Background: an optimization exercise with open tools, aiming at small area. Do not read the settings as production practice.
Function was checked by simulation only, so behaviour that the tests miss may differ from the original.
The clock port is modelled as an ideal driver, which makes a skipped or thinned clock tree look cheaper than it is; a real chip needs a root buffer or a tree.
Power is estimated from default activity; no workload was simulated.

==> run K: inputs <==
## fifo
module fifo (
  input  logic       clk, rst,
  input  logic       wr, rd,
  input  logic [7:0] data_in,
  output logic [7:0] data_out,
  output logic       full, empty
);
  logic [7:0] mem [16];
  logic [4:0] r;
  logic do_wr, do_rd, wr_n, rd_n;
  logic [3:0]  rn;           
  logic [3:0]  lo_n, hi_n;   
  logic        hi3_n;        
  logic [15:0] sel;          
  for (genvar k = 0; k < 4; k++) begin : g_inv
    fifo_inv u (.a(r[k]), .y(rn[k]));
  end
  for (genvar j = 0; j < 4; j++) begin : g_pre
    fifo_nand2 u_lo (.a(j[0] ? r[0] : rn[0]), .b(j[1] ? r[1] : rn[1]), .y(lo_n[j]));
    fifo_nand3 u_hi (.a(j[0] ? r[2] : rn[2]), .b(j[1] ? r[3] : rn[3]), .c(do_rd), .y(hi_n[j]));
  end
  for (genvar i = 0; i < 16; i++) begin : g_sel
    fifo_nor2 u (.a(lo_n[i % 4]), .b(hi_n[i / 4]), .y(sel[i]));
  end
  assign empty = r[4];
  fifo_nand2 u_hi3  (.a(r[2]), .b(r[3]), .y(hi3_n));
  fifo_nor3  u_full (.a(r[4]), .b(lo_n[3]), .c(hi3_n), .y(full));
  fifo_andn  u_wr   (.a(wr), .b(full), .y(do_wr));
  fifo_and1n2 u_rd  (.a(rd), .b(r[4]), .c(do_wr), .y(do_rd));
  fifo_inv   u_wrn  (.a(do_wr), .y(wr_n));
  fifo_inv   u_rdn  (.a(do_rd), .y(rd_n));
  logic all1_3n, all0_3n, rst_n;
  logic [4:0] t, nxt;
  fifo_or2    u_t0 (.a(do_wr), .b(do_rd), .y(t[0]));
  fifo_oai22  u_t1 (.a1(wr_n), .a2(rn[0]),   .b1(rd_n), .b2(r[0]),    .y(t[1]));
  fifo_oai22  u_t2 (.a1(wr_n), .a2(lo_n[3]), .b1(rd_n), .b2(lo_n[0]), .y(t[2]));
  fifo_nand3  u_a3 (.a(r[0]), .b(r[1]), .c(r[2]), .y(all1_3n));
  fifo_or3    u_z3 (.a(r[0]), .b(r[1]), .c(r[2]), .y(all0_3n));
  fifo_oai22  u_t3 (.a1(wr_n), .a2(all1_3n), .b1(rd_n), .b2(all0_3n), .y(t[3]));
  logic all1_4;
  fifo_nor2   u_a4 (.a(lo_n[3]), .b(hi3_n), .y(all1_4));
  fifo_ao21   u_t4 (.a1(do_wr), .a2(all1_4), .b1(sel[0]), .y(t[4]));   
  fifo_inv    u_rstn (.a(rst), .y(rst_n));
  for (genvar k = 0; k < 5; k++) begin : g_nxt
    logic x;
    fifo_xnor2 u_x (.a(r[k]), .b(t[k]), .y(x));
    fifo_nand2 u_n (.a(x), .b(rst_n), .y(nxt[k]));        
  end
  always_ff @(posedge clk) r <= nxt;
  always_ff @(posedge clk) begin
    if (do_wr) begin
      mem[0] <= data_in;
      for (int i = 1; i < 16; i++) mem[i] <= mem[i-1];
    end
  end
  logic [7:0] dout_nxt;
  for (genvar b = 0; b < 8; b++) begin : g_bit
    logic [15:0] m;
    for (genvar i = 0; i < 16; i++) begin : g_m
      assign m[i] = mem[i][b];
    end
  ...
==> flow/config.mk <==
export PLATFORM = sky130hd
export DESIGN_NAME = fifo
export DESIGN_NICKNAME = fifo
export VERILOG_FILES = /design/flow/design.v
export SDC_FILE = /design/flow/constraint.sdc
export NUM_CORES = 4
export LEC_CHECK = 0
export CAP_MARGIN = 20
export CORE_MARGIN = 2
export CORE_UTILIZATION = 70
export PLACE_DENSITY = 0.8
export SLEW_MARGIN = 20
export SYNTH_HIERARCHICAL = 1
export SYNTH_MINIMUM_KEEP_SIZE = 0
==> flow/constraint.sdc <==
create_clock -name core_clock -period 5.0 [get_ports {clk}]
set_input_delay 1.0000 -clock core_clock [delete_from_list [all_inputs] [get_ports {clk}]]
set_output_delay 1.0000 -clock core_clock [all_outputs]
set_load 0.01 [all_outputs]
standard.sh (not shown) runs the stock make flow with config.mk's settings and CLKGATE_MAP_FILE= SYNTH_SCRIPT=/design/flow/synth_recipe.tcl, a recipe that flattens the netlist after the stock synthesis.
==> flow/flow/run.sh <==
#!/bin/bash
# Layout flow: the standard ORFS flow (standard.sh) with these changes:
#  - port buffers use the smallest buffer (buf_1),
#  - before the placement resizer, each combinational cell that drives at
#    most 3 pins is set to its smallest drive strength (downsize.tcl);
#    repair_design then adds what slew and capacitance limits need,
#  - the clock tree is four clkbuf_16 buffers driven by the clock port, one
#    per quarter of the flip-flops, made before global placement
#    (clocktree.tcl) in place of TritonCTS (clocktree_cts.tcl).
set -euo pipefail
export BUFFER_PORTS_ARGS="-buffer_cell sky130_fd_sc_hd__buf_1"
export PRE_GLOBAL_PLACE_SKIP_IO_TCL="$PWD/flow/clocktree.tcl"
export PRE_RESIZE_TCL="$PWD/flow/downsize.tcl"
export PRE_CTS_TCL="$PWD/flow/clocktree_cts.tcl"
bash standard.sh finish > standard_finish.log 2>&1
==> flow/flow/clocktree.tcl <==
set cbuf sky130_fd_sc_hd__clkbuf_16
set block [ord::get_db_block]
set clknet [$block findNet clk]
set groups {{} {} {} {}}
set other {}
foreach it [$clknet getITerms] {
  set name [[$it getInst] getName]
  if {[regexp {^mem\[[0-9]+\]\[([0-9]+)\]} $name -> b] ||
      [regexp {^data_out\[([0-9]+)\]} $name -> b]} {
    set g [expr {$b / 2}]
    lset groups $g [concat [lindex $groups $g] [list $it]]
  } else {
    lappend other $it
  }
}
set g 0
foreach it $other {
  lset groups $g [concat [lindex $groups $g] [list $it]]
  set g [expr {($g + 1) % 4}]
}
set core [$block getCoreArea]
set cx [expr {([$core xMin] + [$core xMax]) / 2}]
set cy [expr {([$core yMin] + [$core yMax]) / 2}]
set master [[ord::get_db] findMaster $cbuf]
set k 0
foreach grp $groups {
  set inst [odb::dbInst_create $block $master "clkbuf_h_$k"]
  set net [odb::dbNet_create $block "clknet_h_$k"]
  $net setSigType CLOCK
  [$inst findITerm A] connect $clknet
  [$inst findITerm X] connect $net
  foreach it $grp {
    $it disconnect
    $it connect $net
  }
  $inst setLocation $cx $cy
  $inst setPlacementStatus PLACED
  $inst setDoNotTouch 1
  $net setDoNotTouch 1
  puts "clock buffer clkbuf_h_$k: [llength $grp] sinks"
  incr k
}
$clknet setSigType CLOCK
$clknet setDoNotTouch 1
==> flow/flow/clocktree_cts.tcl <==
# The clock tree was built before placement (clocktree.tcl): make the CTS
# step's clock_tree_synthesis call do nothing, and let the optimisation that
# follows it size the clock buffers if it needs to.
foreach n {clk clknet_h_0 clknet_h_1 clknet_h_2 clknet_h_3} {
  [[ord::get_db_block] findNet $n] setDoNotTouch 0
}
foreach i {clkbuf_h_0 clkbuf_h_1 clkbuf_h_2 clkbuf_h_3} {
  [[ord::get_db_block] findInst $i] setDoNotTouch 0
}
rename clock_tree_synthesis orfs_clock_tree_synthesis_unused
proc clock_tree_synthesis {args} {
  puts "clock_tree_synthesis skipped: the clock tree was built by clocktree.tcl"
}
Other scripts of this flow, unchanged in this note and not shown: flow/flow/downsize.tcl
==> run H (differences from run K) <==
==> flow/flow/run.sh (replaced) <==
#!/bin/bash
# Layout flow: the standard ORFS flow (standard.sh) with these changes:
#  - port buffers use the smallest buffer (buf_1),
#  - before the placement resizer, each combinational cell that drives at
#    most 3 pins is set to its smallest drive strength (downsize.tcl);
#    repair_design then adds what slew and capacitance limits need,
#  - clock tree synthesis without dummy loads, on clkbuf_4.
set -euo pipefail
export BUFFER_PORTS_ARGS="-buffer_cell sky130_fd_sc_hd__buf_1"
export PRE_RESIZE_TCL="$PWD/flow/downsize.tcl"
export CTS_ARGS="-sink_clustering_enable -repair_clock_nets -dont_use_dummy_load -buf_list sky130_fd_sc_hd__clkbuf_4"
bash standard.sh finish > standard_finish.log 2>&1
removed: flow/flow/clocktree.tcl
removed: flow/flow/clocktree_cts.tcl
==> qor summary <==
Met1 usage: run H 35.4%; run K 30.3%
Startpoint of the tightest hold check path: run H mem[11][1]$_DFFE_PP_; run K mem[5][5]$_DFFE_PP_
Critical path depth in cells: run H 10; run K 9
Post-route cell area: run H 5270 sq um; run K 5290 sq um
Seq/total area: run H 77.9%; run K 77.7%
Max-Slew Margin vs Limit: run H 30.3%; run K 53.4%
Final clock period utilization by the worst path: run H 61.9%; run K 61.5%
Clock latency at the later pin of the worst-skew pair: run H 0.51 ns; run K 0.18 ns
Result of the run: run H complete, no violations; run K complete, no violations
Final setup skew: run H 0.0331 ns; run K 0.0157 ns
Reported combinational group power: run H 282 uW; run K 294 uW
Post-route met1 wirelength: run H 3680 microns; run K 3610 microns
Data arrival time of the critical path: run H 3.51 ns; run K 3.20 ns
Detailed-routing iteration count for the pre-antenna-repair pass: run H 6; run K 5
In run K the design's own scripts or RTL, not TritonCTS, make the clock network.

==> separate check: timing with driven ports <==
In the flow no input, the clock included, has a driving cell. The finished layouts below were timed again as built, in two steps. Step 1: set_driving_cell puts a clkbuf_16 on clk and a buf_2 on each other input, an assumption about the parent block. Step 2 times the ports against the registers' clock, not the clock port: input delays grow and output delays shrink by t, the midpoint of the rising clock arrivals with the driver on. Three values: ideal, step 1, step 2; two values: the first two.
run | t, ns | setup WS [ns] | worst setup path after step 2 | slew at the worst register clock pin (ns)
run K | 0.229 | 1.924 / 1.924 / 1.924 | register to register | 0.12 / 0.12
run H | 0.517 | 1.907 / 1.907 / 1.735 | input to register | 0.11 / 0.11
After both steps setup and hold are still met in every run listed. For run H, which loses most, drivers alone change the setup slack by 0.000 ns; drivers and shift together by -0.172 ns.
